Context: an optimization exercise on an open-source flow, tuned for small area, a short achievable clock period and few clock cycles per item. The choices shown serve that exercise and are no tape-out recipe.
RTL that was checked went through simulation tests only; none was proved equivalent to the original.

==> run M: inputs <==
Design multiplyer, start of the top module:
module multiplyer(
    clk,
    rst_n,
    A,
    B,
    result,
    start_sig,
    done_sig
);
clock: 8.0 ns
lec_check: 0
cap_margin: 20
core_margin: 2
core_utilization: 70
cts_buf_list: sky130_fd_sc_hd__clkbuf_4 sky130_fd_sc_hd__clkbuf_8
cts_cluster_size: 30
place_density: 0.85
setup_slack_margin: 3.0
slew_margin: 20
standard.sh (not shown) runs the stock make flow with config.mk's settings and CLKGATE_MAP_FILE= SYNTH_SCRIPT=/design/flow/synth_recipe.tcl, a recipe that flattens the netlist after the stock synthesis.
==> flow/flow/run.sh <==
#!/bin/bash
set -uo pipefail
export BUFFER_PORTS_ARGS="-buffer_cell sky130_fd_sc_hd__buf_1"
bash standard.sh synth > synth.log 2>&1 || exit 1
R=$(sed -n 's/.*WORK_HOME=\([^ ]*\).*/\1/p' standard.sh | head -1)/results/$FLOW_PLATFORM/multiplyer/base
LIB=$FLOW_HOME/platforms/$FLOW_PLATFORM/lib/sky130_fd_sc_hd__tt_025C_1v80.lib
cp $R/1_2_yosys.v yosys_orig.v
python3 flow/polopt2.py $LIB yosys_orig.v yosys_pol.v > polopt.log 2>&1
python3 flow/cutff.py yosys_orig.v orig_comb.v
python3 flow/cutff.py yosys_pol.v pol_comb.v
cat > equiv.ys <<EOS
read_liberty -ignore_miss_func $LIB
read_verilog orig_comb.v
rename $FLOW_TOP gold
read_verilog pol_comb.v
rename $FLOW_TOP gate
flatten
miter -equiv -flatten gold gate miter
hierarchy -top miter
techmap
opt -fast
aigmap
write_aiger -zinit miter.aig
EOS
ABC=$(dirname $(command -v yosys))/yosys-abc
if [ -s yosys_pol.v ] && yosys -s equiv.ys > equiv.log 2>&1 && \
   $ABC -c "read miter.aig; print_stats; iprove" > cec.log 2>&1 && \
   grep -q "^UNSATISFIABLE" cec.log; then
  cp yosys_pol.v $R/1_2_yosys.v
  rm -f $R/1_synth.odb
  echo "polarity rewrite used" >> polopt.log
else
  echo "equivalence not proven; keeping synthesized netlist" >> polopt.log
fi
bash standard.sh > standard.log 2>&1
Other scripts of this flow, unchanged in this note and not shown: flow/flow/cutff.py, flow/flow/polopt2.py
==> run E: changes against run M <==
--- a/flow/design.v
+++ b/flow/design.v
@@ -18,16 +18,17 @@
     wire    [23:0]mb = {1'b1, B[22:0]};
     reg     [1:0]cnt;       
     reg     [26:0]rX;          
     reg     [26:0]rY;
     reg     rC;
     reg     [2:0]rDX;        
     reg     [2:0]rDY;
-    reg     [8:0]rS;           
+    reg     [8:0]rS1;          
     reg     rSign;
+    wire    [9:0]S1w = {1'b0, A[30:23], 1'b1} + {1'b0, B[30:23], 1'b1};
     wire    first = (cnt == 2'd0);
     wire    done = (cnt == 2'd2);
     always @(posedge clk or negedge rst_n)
         if (!rst_n)
             cnt <= 2'd0;
         else if (start_sig && !done)
             cnt <= cnt + 1'b1;
@@ -1150,28 +1151,29 @@
     wire    [9:0]zl = {1'b0, zx[8:0]} + {1'b0, zy[8:0]};
     always @(posedge clk) begin
         rX <= zx[38:12];
         rY <= zy[38:12];
         rC <= zl[9];
         rDX <= zx[11:9];
         rDY <= zy[11:9];
-        rS <= {1'b0, A[30:23]} + {1'b0, B[30:23]};
+        rS1 <= S1w[9:1];
         rSign <= A[31] ^ B[31];
     end
     wire    [25:0]Pc = {rX[24:0], cin} + {rY[24:0], 1'b1};
     wire    [24:0]P = Pc[25:1];
     wire    p47 = P[24];
-    wire    [9:0]E0 = {1'b0, rS} - 10'd127;
-    wire    [9:0]E1 = {1'b0, rS} - 10'd126;
-    wire    ov0 = (E0[9:8] == 2'b01);
-    wire    un0 = (E0[9:8] == 2'b11);
-    wire    ov1 = (E1[9:8] == 2'b01);
-    wire    un1 = (E1[9:8] == 2'b11);
+    wire    [7:0]Ex0 = rS1[7:0] ^ 8'h80;
+    wire    [7:0]Ex1 = (rS1[7:0] + 8'd1) ^ 8'h80;
+    wire    all7 = &rS1[6:0];
+    wire    ov0 = rS1[8] & rS1[7];                   
+    wire    un0 = ~rS1[8] & ~rS1[7];                 
+    wire    ov1 = rS1[8] & (rS1[7] | all7);          
+    wire    un1 = ~rS1[8] & ~rS1[7] & ~all7;         
     wire    ok0 = ~(ov0 | un0);
     wire    ok1 = ~(ov1 | un1);
-    wire    [8:0]R0 = ok0 ? {rSign, E0[7:0]} : 9'h07F;
-    wire    [8:0]R1 = ok1 ? {rSign, E1[7:0]} : 9'h07F;
+    wire    [8:0]R0 = ok0 ? {rSign, Ex0} : 9'h07F;
+    wire    [8:0]R1 = ok1 ? {rSign, Ex1} : 9'h07F;
     wire    [22:0]M0 = P[22:0] & {23{ok0}};
     wire    [22:0]M1 = P[23:1] & {23{ok1}};
     assign  result = p47 ? {R1, M1} : {R0, M0};
     assign  done_sig = {p47 ? ov1 : ov0, p47 ? un1 : un0, 1'b0, done};
 endmodule
- CORE_UTILIZATION: 70 -> 60
- PLACE_DENSITY: 0.85 -> 0.75
==> reports/metrics.csv <==
metric,value,unit
cp.depth,11,
regToRegSetupSlack,3270,ps
cp_data_required_time,8260,ps
max_clock_freq,203,MHz
grtUsageMet1,43.2,%
outcome,finished clean,
clk_pin_slew,90,ps
The numbers above come from run E.

==> reports/metrics.csv <==
metric,value,unit
outcome,finished clean,
cp.depth,16,
regToRegSetupSlack,3200,ps
cp_data_required_time,8280,ps
clk_pin_slew,100,ps
max_clock_freq,201,MHz
The numbers above come from run M.

Testbench counts of run M, summed over its fixed seeds: cycles 4,800, items 1,600.
The RTL of run E was laid out without a check of its function.

========
==> job 9577: inputs <==
Another version of the RTL of multiplyer (not shown whole).
clock: 8.0 ns
lec_check: 0
cap_margin: 20
core_margin: 2
core_utilization: 40
setup_slack_margin: 3.0
slew_margin: 20
==> flow/flow/run.sh <==
#!/bin/bash
export BUFFER_PORTS_ARGS="-buffer_cell sky130_fd_sc_hd__buf_2"
bash standard.sh > standard.log 2>&1
==> job 1410: changes against job 9577 <==
--- a/flow/design.v
+++ b/flow/design.v
@@ -1189,23 +1189,22 @@
         rX <= zx[32:8];
         rY <= zy[32:8];
         rC <= zl[8];
         rS <= {1'b0, A[30:23]} + {1'b0, B[30:23]};
         rSign <= A[31] ^ B[31];
     end
     wire    [24:0]P = rX + rY + rC;
     wire    p47 = P[24];
+    wire    [22:0]M = p47 ? P[23:1] : P[22:0];
     wire    [9:0]E0 = {1'b0, rS} - 10'd127;
     wire    [9:0]E1 = {1'b0, rS} - 10'd126;
     wire    ov0 = (E0[9:8] == 2'b01);
     wire    un0 = (E0[9:8] == 2'b11);
     wire    ov1 = (E1[9:8] == 2'b01);
     wire    un1 = (E1[9:8] == 2'b11);
-    wire    ok0 = ~(ov0 | un0);
-    wire    ok1 = ~(ov1 | un1);
-    wire    [8:0]R0 = ok0 ? {rSign, E0[7:0]} : 9'h07F;
-    wire    [8:0]R1 = ok1 ? {rSign, E1[7:0]} : 9'h07F;
-    wire    [22:0]M0 = P[22:0] & {23{ok0}};
-    wire    [22:0]M1 = P[23:1] & {23{ok1}};
-    assign  result = p47 ? {R1, M1} : {R0, M0};
-    assign  done_sig = {p47 ? ov1 : ov0, p47 ? un1 : un0, 1'b0, done};
+    wire    isOver = p47 ? ov1 : ov0;
+    wire    isUnder = p47 ? un1 : un0;
+    wire    ovf = p47 ? (ov1 | un1) : (ov0 | un0);
+    wire    [7:0]Ex = p47 ? E1[7:0] : E0[7:0];
+    assign  result = ovf ? 32'h3F800000 : {rSign, Ex, M};
+    assign  done_sig = {isOver, isUnder, 1'b0, done};
 endmodule
==> flow/run.sh (new file) <==
#!/bin/bash
# synth_recipe.tcl (not shown) runs the flow's synth.tcl, then flattens the netlist and writes it again
# the make line also repeats each setting of config.mk as NAME=value (left out here)
make -C /OpenROAD-flow-scripts/flow DESIGN_CONFIG=/design/flow/config.mk WORK_HOME=/design/flow/orfs CLKGATE_MAP_FILE= SYNTH_SCRIPT=/design/flow/synth_recipe.tcl finish
Settings changed: SETUP_SLACK_MARGIN 3.0 to not set.
removed: flow/flow/run.sh
removed: flow/standard.sh
==> qor summary <==
Core Area: job 9577 23600 sq um; job 1410 23500 sq um
Total area of sequential cells: job 9577 1250 sq um; job 1410 1250 sq um
Total non-filler cell area in the finished layout: job 9577 11200 sq um; job 1410 11200 sq um
Number of buffers outside the clock class in the layout: job 9577 130; job 1410 111
Clkbuf count: job 9577 11; job 1410 12
Non-CTS inverters: job 9577 216; job 1410 214
Setup WS pre-CTS: job 9577 2.49 ns; job 1410 2.25 ns
Filler cells: job 9577 2288; job 1410 2320
Fraction of final layout cells with drive strength greater than 1: job 9577 0.141; job 1410 0.0388
Worst hold slack after final layout: job 9577 0.498 ns; job 1410 0.503 ns
Post-synthesis share of cell area spent on xor and xnor gates: job 9577 0.0297; job 1410 0.0318
Number of distinct library cell variants in the gate-level netlist after synthesis: job 9577 62; job 1410 73
Met2 usage: job 9577 0.347; job 1410 0.370
Total wirelength of the detailed-routed design: job 9577 24600 microns; job 1410 24200 microns
Count of placed standard cells in the final layout, fillers left out: job 9577 1518; job 1410 1478
Net count after synthesis: job 9577 1399; job 1410 1381
Slack of the worst reg-to-reg path: job 9577 3.60 ns; job 1410 3.32 ns
Fraction of the mapped netlist area in simple logic gates: job 9577 0.183; job 1410 0.174
Die W: job 9577 160 microns; job 1410 159 microns
Clock slew at the register clock pins of the worst setup and hold paths: job 9577 0.06 ns; job 1410 0.05 ns
Slew @ Worst Pin: job 9577 1.10 ns; job 1410 0.900 ns
Run status: job 9577 timing/DRC/antenna clean; job 1410 timing/DRC/antenna clean
Multi-input combinational cell area: job 9577 7630 sq um; job 1410 7330 sq um
Testbench counts of job 9577, summed over its fixed seeds: cycles 6,400, items 1,600.
The RTL of job 1410 was laid out without a check of its function.

========
==> wip/xenon: inputs <==
multiplyer with an RTL version that a note above also has.
Settings: LEC_CHECK=0, ABC_AREA=1, CAP_MARGIN=20, CORE_MARGIN=2, CORE_UTILIZATION=60, CTS_BUF_LIST=sky130_fd_sc_hd__clkbuf_4 sky130_fd_sc_hd__clkbuf_8, CTS_CLUSTER_SIZE=30, PLACE_DENSITY=0.75, SETUP_SLACK_MARGIN=2.8, SLEW_MARGIN=20; clock period 8.0 ns.
==> flow/flow/run.sh <==
#!/bin/bash
set -uo pipefail
export BUFFER_PORTS_ARGS="-buffer_cell sky130_fd_sc_hd__buf_2"
bash standard.sh synth > synth.log 2>&1 || exit 1
R=$(sed -n 's/.*WORK_HOME=\([^ ]*\).*/\1/p' standard.sh | head -1)/results/$FLOW_PLATFORM/multiplyer/base
LIB=$FLOW_HOME/platforms/$FLOW_PLATFORM/lib/sky130_fd_sc_hd__tt_025C_1v80.lib
cp $R/1_2_yosys.v yosys_orig.v
python3 flow/polopt2.py $LIB yosys_orig.v yosys_pol.v > polopt.log 2>&1
python3 flow/cutff.py yosys_orig.v orig_comb.v
python3 flow/cutff.py yosys_pol.v pol_comb.v
cat > equiv.ys <<EOS
read_liberty -ignore_miss_func $LIB
read_verilog orig_comb.v
rename $FLOW_TOP gold
read_verilog pol_comb.v
rename $FLOW_TOP gate
flatten
miter -equiv -flatten gold gate miter
hierarchy -top miter
techmap
opt -fast
aigmap
write_aiger -zinit miter.aig
EOS
ABC=$(dirname $(command -v yosys))/yosys-abc
if [ -s yosys_pol.v ] && yosys -s equiv.ys > equiv.log 2>&1 && \
   $ABC -c "read miter.aig; print_stats; iprove" > cec.log 2>&1 && \
   grep -q "^UNSATISFIABLE" cec.log; then
  cp yosys_pol.v $R/1_2_yosys.v
  rm -f $R/1_synth.odb
  echo "polarity rewrite used" >> polopt.log
else
  echo "equivalence not proven; keeping synthesized netlist" >> polopt.log
fi
bash standard.sh > standard.log 2>&1
Other scripts of this flow, unchanged in this note and not shown: flow/flow/cutff.py, flow/flow/polopt2.py
==> wip/willow: changes against wip/xenon <==
--- a/flow/design.v
+++ b/flow/design.v
@@ -39,18 +39,23 @@
         case (cnt)
             2'd0: begin dig = {mb[11:0], 1'b0}; mx = ma[11:0]; end
             2'd1: begin dig = {mb[23:12], mb[11]}; mx = ma[23:12]; end
             default: begin dig = 13'd0; mx = 12'd0; end
         endcase
     wire    last = (cnt == 2'd1);
+    wire    [1:0]it;            
+    assign  it[0] = (cnt == 2'd0);
+    assign  it[1] = (cnt == 2'd1);
     wire    [26:0]ax = first ? 27'd0 : rX;
     wire    [26:0]ay = first ? 27'd0 : rY;
     wire    [3:0]dl = {1'b0, rDX} + {1'b0, rDY} + rC;
     wire    cin = dl[3];
     wire    ac = first ? 1'b0 : cin;
     wire one0, two0, neg0, nneg0;
+    wire one0_0, two0_0, neg0_0;
+    wire one0_1, two0_1, neg0_1;
     wire pp0_0;
     wire pp0_1;
     wire pp0_2;
     wire pp0_3;
     wire pp0_4;
     wire pp0_5;
@@ -71,12 +76,14 @@
     wire pp0_20;
     wire pp0_21;
     wire pp0_22;
     wire pp0_23;
     wire pp0_24;
     wire one1, two1, neg1, nneg1;
+    wire one1_0, two1_0, neg1_0;
+    wire one1_1, two1_1, neg1_1;
     wire pp1_0;
     wire pp1_1;
     wire pp1_2;
     wire pp1_3;
     wire pp1_4;
     wire pp1_5;
@@ -97,12 +104,14 @@
     wire pp1_20;
     wire pp1_21;
     wire pp1_22;
     wire pp1_23;
     wire pp1_24;
     wire one2, two2, neg2, nneg2;
+    wire one2_0, two2_0, neg2_0;
+    wire one2_1, two2_1, neg2_1;
     wire pp2_0;
     wire pp2_1;
     wire pp2_2;
     wire pp2_3;
     wire pp2_4;
     wire pp2_5;
@@ -123,12 +132,14 @@
     wire pp2_20;
     wire pp2_21;
     wire pp2_22;
     wire pp2_23;
     wire pp2_24;
     wire one3, two3, neg3, nneg3;
+    wire one3_0, two3_0, neg3_0;
+    wire one3_1, two3_1, neg3_1;
     wire pp3_0;
     wire pp3_1;
     wire pp3_2;
     wire pp3_3;
     wire pp3_4;
     wire pp3_5;
@@ -149,12 +160,14 @@
     wire pp3_20;
     wire pp3_21;
     wire pp3_22;
     wire pp3_23;
     wire pp3_24;
     wire one4, two4, neg4, nneg4;
+    wire one4_0, two4_0, neg4_0;
+    wire one4_1, two4_1, neg4_1;
     wire pp4_0;
     wire pp4_1;
     wire pp4_2;
     wire pp4_3;
     wire pp4_4;
     wire pp4_5;
@@ -175,12 +188,14 @@
     wire pp4_20;
     wire pp4_21;
     wire pp4_22;
     wire pp4_23;
     wire pp4_24;
     wire one5, two5, neg5, nneg5;
+    wire one5_0, two5_0, neg5_0;
+    wire one5_1, two5_1, neg5_1;
     wire pp5_0;
     wire pp5_1;
     wire pp5_2;
     wire pp5_3;
     wire pp5_4;
     wire pp5_5;
@@ -584,15 +599,21 @@
     wire s379;
     wire c380;
     wire s381;
     wire c382;
     wire s383;
     wire c384;
-    assign one0 = dig[1] ^ dig[0];
-    assign two0 = (dig[2] & ~dig[1] & ~dig[0]) | (~dig[2] & dig[1] & dig[0]);
-    assign neg0 = dig[2] & ~(dig[1] & dig[0]);
+    assign one0_0 = mb[0] ^ 1'b0;
+    assign two0_0 = (mb[1] & ~mb[0] & ~1'b0) | (~mb[1] & mb[0] & 1'b0);
+    assign neg0_0 = mb[1] & ~(mb[0] & 1'b0);
+    assign one0_1 = mb[12] ^ mb[11];
+    assign two0_1 = (mb[13] & ~mb[12] & ~mb[11]) | (~mb[13] & mb[12] & mb[11]);
+    assign neg0_1 = mb[13] & ~(mb[12] & mb[11]);
+    assign one0 = (it[0] & one0_0) | (it[1] & one0_1);
+    assign two0 = (it[0] & two0_0) | (it[1] & two0_1);
+    assign neg0 = (it[0] & neg0_0) | (it[1] & neg0_1);
     assign nneg0 = ~neg0;
     assign pp0_0 = ((one0 & ma[0]) | (two0 & 1'b0)) ^ neg0;
     assign pp0_1 = ((one0 & ma[1]) | (two0 & ma[0])) ^ neg0;
     assign pp0_2 = ((one0 & ma[2]) | (two0 & ma[1])) ^ neg0;
     assign pp0_3 = ((one0 & ma[3]) | (two0 & ma[2])) ^ neg0;
     assign pp0_4 = ((one0 & ma[4]) | (two0 & ma[3])) ^ neg0;
@@ -613,15 +634,21 @@
     assign pp0_19 = ((one0 & ma[19]) | (two0 & ma[18])) ^ neg0;
     assign pp0_20 = ((one0 & ma[20]) | (two0 & ma[19])) ^ neg0;
     assign pp0_21 = ((one0 & ma[21]) | (two0 & ma[20])) ^ neg0;
     assign pp0_22 = ((one0 & ma[22]) | (two0 & ma[21])) ^ neg0;
     assign pp0_23 = ((one0 & ma[23]) | (two0 & ma[22])) ^ neg0;
     assign pp0_24 = ((one0 & 1'b0) | (two0 & ma[23])) ^ neg0;
-    assign one1 = dig[3] ^ dig[2];
-    assign two1 = (dig[4] & ~dig[3] & ~dig[2]) | (~dig[4] & dig[3] & dig[2]);
-    assign neg1 = dig[4] & ~(dig[3] & dig[2]);
+    assign one1_0 = mb[2] ^ mb[1];
+    assign two1_0 = (mb[3] & ~mb[2] & ~mb[1]) | (~mb[3] & mb[2] & mb[1]);
+    assign neg1_0 = mb[3] & ~(mb[2] & mb[1]);
+    assign one1_1 = mb[14] ^ mb[13];
+    assign two1_1 = (mb[15] & ~mb[14] & ~mb[13]) | (~mb[15] & mb[14] & mb[13]);
+    assign neg1_1 = mb[15] & ~(mb[14] & mb[13]);
+    assign one1 = (it[0] & one1_0) | (it[1] & one1_1);
+    assign two1 = (it[0] & two1_0) | (it[1] & two1_1);
+    assign neg1 = (it[0] & neg1_0) | (it[1] & neg1_1);
     assign nneg1 = ~neg1;
     assign pp1_0 = ((one1 & ma[0]) | (two1 & 1'b0)) ^ neg1;
     assign pp1_1 = ((one1 & ma[1]) | (two1 & ma[0])) ^ neg1;
     assign pp1_2 = ((one1 & ma[2]) | (two1 & ma[1])) ^ neg1;
     assign pp1_3 = ((one1 & ma[3]) | (two1 & ma[2])) ^ neg1;
     assign pp1_4 = ((one1 & ma[4]) | (two1 & ma[3])) ^ neg1;
@@ -642,15 +669,21 @@
     assign pp1_19 = ((one1 & ma[19]) | (two1 & ma[18])) ^ neg1;
     assign pp1_20 = ((one1 & ma[20]) | (two1 & ma[19])) ^ neg1;
     assign pp1_21 = ((one1 & ma[21]) | (two1 & ma[20])) ^ neg1;
     assign pp1_22 = ((one1 & ma[22]) | (two1 & ma[21])) ^ neg1;
     assign pp1_23 = ((one1 & ma[23]) | (two1 & ma[22])) ^ neg1;
     assign pp1_24 = ((one1 & 1'b0) | (two1 & ma[23])) ^ neg1;
-    assign one2 = dig[5] ^ dig[4];
-    assign two2 = (dig[6] & ~dig[5] & ~dig[4]) | (~dig[6] & dig[5] & dig[4]);
-    assign neg2 = dig[6] & ~(dig[5] & dig[4]);
+    assign one2_0 = mb[4] ^ mb[3];
+    assign two2_0 = (mb[5] & ~mb[4] & ~mb[3]) | (~mb[5] & mb[4] & mb[3]);
+    assign neg2_0 = mb[5] & ~(mb[4] & mb[3]);
+    assign one2_1 = mb[16] ^ mb[15];
+    assign two2_1 = (mb[17] & ~mb[16] & ~mb[15]) | (~mb[17] & mb[16] & mb[15]);
+    assign neg2_1 = mb[17] & ~(mb[16] & mb[15]);
+    assign one2 = (it[0] & one2_0) | (it[1] & one2_1);
+    assign two2 = (it[0] & two2_0) | (it[1] & two2_1);
+    assign neg2 = (it[0] & neg2_0) | (it[1] & neg2_1);
     assign nneg2 = ~neg2;
     assign pp2_0 = ((one2 & ma[0]) | (two2 & 1'b0)) ^ neg2;
     assign pp2_1 = ((one2 & ma[1]) | (two2 & ma[0])) ^ neg2;
     assign pp2_2 = ((one2 & ma[2]) | (two2 & ma[1])) ^ neg2;
     assign pp2_3 = ((one2 & ma[3]) | (two2 & ma[2])) ^ neg2;
     assign pp2_4 = ((one2 & ma[4]) | (two2 & ma[3])) ^ neg2;
@@ -671,15 +704,21 @@
     assign pp2_19 = ((one2 & ma[19]) | (two2 & ma[18])) ^ neg2;
     assign pp2_20 = ((one2 & ma[20]) | (two2 & ma[19])) ^ neg2;
     assign pp2_21 = ((one2 & ma[21]) | (two2 & ma[20])) ^ neg2;
     assign pp2_22 = ((one2 & ma[22]) | (two2 & ma[21])) ^ neg2;
     assign pp2_23 = ((one2 & ma[23]) | (two2 & ma[22])) ^ neg2;
     assign pp2_24 = ((one2 & 1'b0) | (two2 & ma[23])) ^ neg2;
-    assign one3 = dig[7] ^ dig[6];
-    assign two3 = (dig[8] & ~dig[7] & ~dig[6]) | (~dig[8] & dig[7] & dig[6]);
-    assign neg3 = dig[8] & ~(dig[7] & dig[6]);
+    assign one3_0 = mb[6] ^ mb[5];
+    assign two3_0 = (mb[7] & ~mb[6] & ~mb[5]) | (~mb[7] & mb[6] & mb[5]);
+    assign neg3_0 = mb[7] & ~(mb[6] & mb[5]);
+    assign one3_1 = mb[18] ^ mb[17];
+    assign two3_1 = (mb[19] & ~mb[18] & ~mb[17]) | (~mb[19] & mb[18] & mb[17]);
+    assign neg3_1 = mb[19] & ~(mb[18] & mb[17]);
+    assign one3 = (it[0] & one3_0) | (it[1] & one3_1);
+    assign two3 = (it[0] & two3_0) | (it[1] & two3_1);
+    assign neg3 = (it[0] & neg3_0) | (it[1] & neg3_1);
     assign nneg3 = ~neg3;
     assign pp3_0 = ((one3 & ma[0]) | (two3 & 1'b0)) ^ neg3;
     assign pp3_1 = ((one3 & ma[1]) | (two3 & ma[0])) ^ neg3;
     assign pp3_2 = ((one3 & ma[2]) | (two3 & ma[1])) ^ neg3;
     assign pp3_3 = ((one3 & ma[3]) | (two3 & ma[2])) ^ neg3;
     assign pp3_4 = ((one3 & ma[4]) | (two3 & ma[3])) ^ neg3;
@@ -700,15 +739,21 @@
     assign pp3_19 = ((one3 & ma[19]) | (two3 & ma[18])) ^ neg3;
     assign pp3_20 = ((one3 & ma[20]) | (two3 & ma[19])) ^ neg3;
     assign pp3_21 = ((one3 & ma[21]) | (two3 & ma[20])) ^ neg3;
     assign pp3_22 = ((one3 & ma[22]) | (two3 & ma[21])) ^ neg3;
     assign pp3_23 = ((one3 & ma[23]) | (two3 & ma[22])) ^ neg3;
     assign pp3_24 = ((one3 & 1'b0) | (two3 & ma[23])) ^ neg3;
-    assign one4 = dig[9] ^ dig[8];
-    assign two4 = (dig[10] & ~dig[9] & ~dig[8]) | (~dig[10] & dig[9] & dig[8]);
-    assign neg4 = dig[10] & ~(dig[9] & dig[8]);
+    assign one4_0 = mb[8] ^ mb[7];
+    assign two4_0 = (mb[9] & ~mb[8] & ~mb[7]) | (~mb[9] & mb[8] & mb[7]);
+    assign neg4_0 = mb[9] & ~(mb[8] & mb[7]);
+    assign one4_1 = mb[20] ^ mb[19];
+    assign two4_1 = (mb[21] & ~mb[20] & ~mb[19]) | (~mb[21] & mb[20] & mb[19]);
+    assign neg4_1 = mb[21] & ~(mb[20] & mb[19]);
+    assign one4 = (it[0] & one4_0) | (it[1] & one4_1);
+    assign two4 = (it[0] & two4_0) | (it[1] & two4_1);
+    assign neg4 = (it[0] & neg4_0) | (it[1] & neg4_1);
     assign nneg4 = ~neg4;
     assign pp4_0 = ((one4 & ma[0]) | (two4 & 1'b0)) ^ neg4;
     assign pp4_1 = ((one4 & ma[1]) | (two4 & ma[0])) ^ neg4;
     assign pp4_2 = ((one4 & ma[2]) | (two4 & ma[1])) ^ neg4;
     assign pp4_3 = ((one4 & ma[3]) | (two4 & ma[2])) ^ neg4;
     assign pp4_4 = ((one4 & ma[4]) | (two4 & ma[3])) ^ neg4;
@@ -729,15 +774,21 @@
     assign pp4_19 = ((one4 & ma[19]) | (two4 & ma[18])) ^ neg4;
     assign pp4_20 = ((one4 & ma[20]) | (two4 & ma[19])) ^ neg4;
     assign pp4_21 = ((one4 & ma[21]) | (two4 & ma[20])) ^ neg4;
     assign pp4_22 = ((one4 & ma[22]) | (two4 & ma[21])) ^ neg4;
     assign pp4_23 = ((one4 & ma[23]) | (two4 & ma[22])) ^ neg4;
     assign pp4_24 = ((one4 & 1'b0) | (two4 & ma[23])) ^ neg4;
-    assign one5 = dig[11] ^ dig[10];
-    assign two5 = (dig[12] & ~dig[11] & ~dig[10]) | (~dig[12] & dig[11] & dig[10]);
-    assign neg5 = dig[12] & ~(dig[11] & dig[10]);
+    assign one5_0 = mb[10] ^ mb[9];
+    assign two5_0 = (mb[11] & ~mb[10] & ~mb[9]) | (~mb[11] & mb[10] & mb[9]);
+    assign neg5_0 = mb[11] & ~(mb[10] & mb[9]);
+    assign one5_1 = mb[22] ^ mb[21];
+    assign two5_1 = (mb[23] & ~mb[22] & ~mb[21]) | (~mb[23] & mb[22] & mb[21]);
+    assign neg5_1 = mb[23] & ~(mb[22] & mb[21]);
+    assign one5 = (it[0] & one5_0) | (it[1] & one5_1);
+    assign two5 = (it[0] & two5_0) | (it[1] & two5_1);
+    assign neg5 = (it[0] & neg5_0) | (it[1] & neg5_1);
     assign nneg5 = ~neg5;
     assign pp5_0 = ((one5 & ma[0]) | (two5 & 1'b0)) ^ neg5;
     assign pp5_1 = ((one5 & ma[1]) | (two5 & ma[0])) ^ neg5;
     assign pp5_2 = ((one5 & ma[2]) | (two5 & ma[1])) ^ neg5;
     assign pp5_3 = ((one5 & ma[3]) | (two5 & ma[2])) ^ neg5;
     assign pp5_4 = ((one5 & ma[4]) | (two5 & ma[3])) ^ neg5;
- ABC_AREA: 1 -> not set
- CORE_UTILIZATION: 60 -> 40
- PLACE_DENSITY: 0.75 -> not set
==> wip/indigo: changes against wip/xenon <==
- ABC_AREA: 1 -> not set
==> wip/sierra: changes against wip/xenon <==
--- a/flow/design.v
+++ b/flow/design.v
@@ -17,14 +17,12 @@
     wire    [23:0]ma = {1'b1, A[22:0]};
     wire    [23:0]mb = {1'b1, B[22:0]};
     reg     [1:0]cnt;       
     reg     [26:0]rX;          
     reg     [26:0]rY;
     reg     rC;
-    reg     [2:0]rDX;        
-    reg     [2:0]rDY;
     reg     [8:0]rS;           
     reg     rSign;
     wire    first = (cnt == 2'd0);
     wire    done = (cnt == 2'd2);
     always @(posedge clk or negedge rst_n)
         if (!rst_n)
@@ -41,15 +39,13 @@
             2'd1: begin dig = {mb[23:12], mb[11]}; mx = ma[23:12]; end
             default: begin dig = 13'd0; mx = 12'd0; end
         endcase
     wire    last = (cnt == 2'd1);
     wire    [26:0]ax = first ? 27'd0 : rX;
     wire    [26:0]ay = first ? 27'd0 : rY;
-    wire    [3:0]dl = {1'b0, rDX} + {1'b0, rDY} + rC;
-    wire    cin = dl[3];
-    wire    ac = first ? 1'b0 : cin;
+    wire    ac = first ? 1'b0 : rC;
     wire one0, two0, neg0, nneg0;
     wire pp0_0;
     wire pp0_1;
     wire pp0_2;
     wire pp0_3;
     wire pp0_4;
@@ -1144,23 +1140,21 @@
     assign s381 = s309 ^ pp5_24 ^ c308;
     assign c382 = (s309 & pp5_24) | (s309 & c308) | (pp5_24 & c308);
     assign s383 = mx[11] ^ c310 ^ nneg5;
     assign c384 = (mx[11] & c310) | (mx[11] & nneg5) | (c310 & nneg5);
     wire    [38:0]zx = {1'b0, c384, s383, s381, s379, c376, s375, c372, c370, c368, c366, c364, c362, c360, c358, c356, c354, c352, c350, c348, c346, c344, c342, c340, c338, c336, c334, c332, c330, c328, c326, c324, c322, c320, c318, c316, c314, c312, ay[0]};
     wire    [38:0]zy = {1'b0, 1'b0, c382, c380, c378, s377, c374, s373, s371, s369, s367, s365, s363, s361, s359, s357, s355, s353, s351, s349, s347, s345, s343, s341, s339, s337, s335, s333, s331, s329, s327, s325, s323, s321, s319, s317, s315, s313, s311};
-    wire    [9:0]zl = {1'b0, zx[8:0]} + {1'b0, zy[8:0]};
+    wire    [12:0]zl = {1'b0, zx[11:0]} + {1'b0, zy[11:0]};
     always @(posedge clk) begin
         rX <= zx[38:12];
         rY <= zy[38:12];
-        rC <= zl[9];
-        rDX <= zx[11:9];
-        rDY <= zy[11:9];
+        rC <= zl[12];
         rS <= {1'b0, A[30:23]} + {1'b0, B[30:23]};
         rSign <= A[31] ^ B[31];
     end
-    wire    [25:0]Pc = {rX[24:0], cin} + {rY[24:0], 1'b1};
+    wire    [25:0]Pc = {rX[24:0], rC} + {rY[24:0], 1'b1};
     wire    [24:0]P = Pc[25:1];
     wire    p47 = P[24];
     wire    [9:0]E0 = {1'b0, rS} - 10'd127;
     wire    [9:0]E1 = {1'b0, rS} - 10'd126;
     wire    ov0 = (E0[9:8] == 2'b01);
     wire    un0 = (E0[9:8] == 2'b11);
- ABC_AREA: 1 -> not set
- CORE_UTILIZATION: 60 -> 40
- CTS_BUF_LIST: sky130_fd_sc_hd__clkbuf_4 sky130_fd_sc_hd__clkbuf_8 -> not set
- CTS_CLUSTER_SIZE: 30 -> not set
- PLACE_DENSITY: 0.75 -> not set
==> run notes <==
* R2R depth at 12
* Met3 Use GR at 2.56%
* CP cell instances: ha_4 -> a211oi_4 -> o21bai_2 -> fa_2 -> a21o_1 -> a2111o_1 -> inv_1 -> o21ba_4 -> or4b_4 -> inv_4 -> o221ai_2 -> inv_2 -> nor4_2 -> inv_1 -> a311o_1 -> inv_2 -> xnor2_2 -> a22o_1 -> buf_2
* CP max FO at 3
* CP Class: flip-flop to output port
* Clk cell area share at 1.61%
* Status: complete, no violations
* Fin cells at 1510
* Reg2reg start: cnt[1]
* Worst slack, placed at 2.48 ns
* Syn_area_per_cell at 9.97 µm²
(the above is from wip/willow)
==> run notes <==
* Status: complete, no violations
* Fin cells at 1854
* Worst slack, placed at 2.27 ns
* Syn_area_per_cell at 7.89 µm²
* CP Class: primary input to flip-flop
* CP cell instances: buf_2 -> inv_1 -> o22a_1 -> inv_1 -> ha_1 -> inv_1 -> o22ai_1 -> xor2_1 -> fa_1 -> fa_1 -> fa_1 -> fa_1
* R2R depth at 14
* CP max FO at 23
* Met3 Use GR at 6.72%
* Final Util at 65.8%
* Clk cell area share at 1.45%
(the above is from wip/xenon)
==> run notes <==
* Status: complete, no violations
* Clk cell area share at 2.38%
* Fin cells at 1539
* Die area at 28600 µm²
* Met3 Use GR at 4.62%
* CP Class: primary input to flip-flop
* R2R depth at 15
* Fmax at 0.196 GHz
* Syn_area_per_cell at 9.95 µm²
(the above is from wip/sierra)
==> run notes <==
* Status: complete, no violations
* Met3 Use GR at 7.32%
* Slew @ Worst Pin at 0.825 ns
* CP most frequent cell: fa_1
* CP max FO at 24
* Worst slack, placed at 2.16 ns
* Reg2reg start: cnt[1]
* Fin cells at 1374
* CP Class: primary input to flip-flop
* CP cell instances: buf_2 -> a22oi_1 -> inv_1 -> ha_2 -> a22oi_1 -> xnor2_1 -> fa_1 -> fa_1 -> fa_1 -> fa_1
* Initial core utilization at 61.1%
* Syn_area_per_cell at 10.1 µm²
* Placed Cells incl. Taps at 1348
* R2R depth at 14
* Multi-input gate area at 9150 µm²
(the above is from wip/indigo)
Testbench counts of wip/xenon, summed over its fixed seeds: cycles 4,800, items 1,600.
Testbench counts of wip/indigo, summed over its fixed seeds: cycles 4,800, items 1,600.
Function not checked in wip/willow and wip/sierra: the RTL went through the layout flow alone.

-- separate check: timing with driven ports --
How much do the figures lean on ideal ports? The routed layouts below were timed once more, with nothing changed but the port constraints.
Step 1 assumes that a clkbuf_16 drives the clock port and a buf_2 every other input.
Step 2 times the ports against the registers' clock, not the clock port: input delays grow and output delays shrink by t, the midpoint of the rising clock arrivals with the driver on.
Slacks: ideal / step 1 / step 2; pairs: ideal / step 1.
run	t (ns)	setup WS [ns]	worst setup path after step 2	worst data-port slew with drivers (ns)	cell pins on the clock port's net
run M	0.423	3.021 / 3.028 / 2.604	input to register	0.04	1
run E	0.409	3.084 / 3.070 / 2.683	input to register	0.04	1
job 9577	0.383	3.085 / 3.041 / 2.963	input to register	0.04	1
job 1410	0.377	2.241 / 2.197 / 2.232	input to register	0.05	1
wip/xenon	0.408	2.892 / 2.913 / 2.505	input to register	0.04	1
wip/willow	0.422	2.611 / 2.569 / 2.552	input to register	0.04	1
wip/indigo	0.407	2.976 / 2.997 / 2.590	input to register	0.03	1
wip/sierra	0.376	2.894 / 2.910 / 2.534	input to register	0.03	1
After both steps setup and hold are still met in every run listed. The setup slack of run M, which loses most, moves by +0.007 ns with the drivers and by -0.417 ns with both steps.
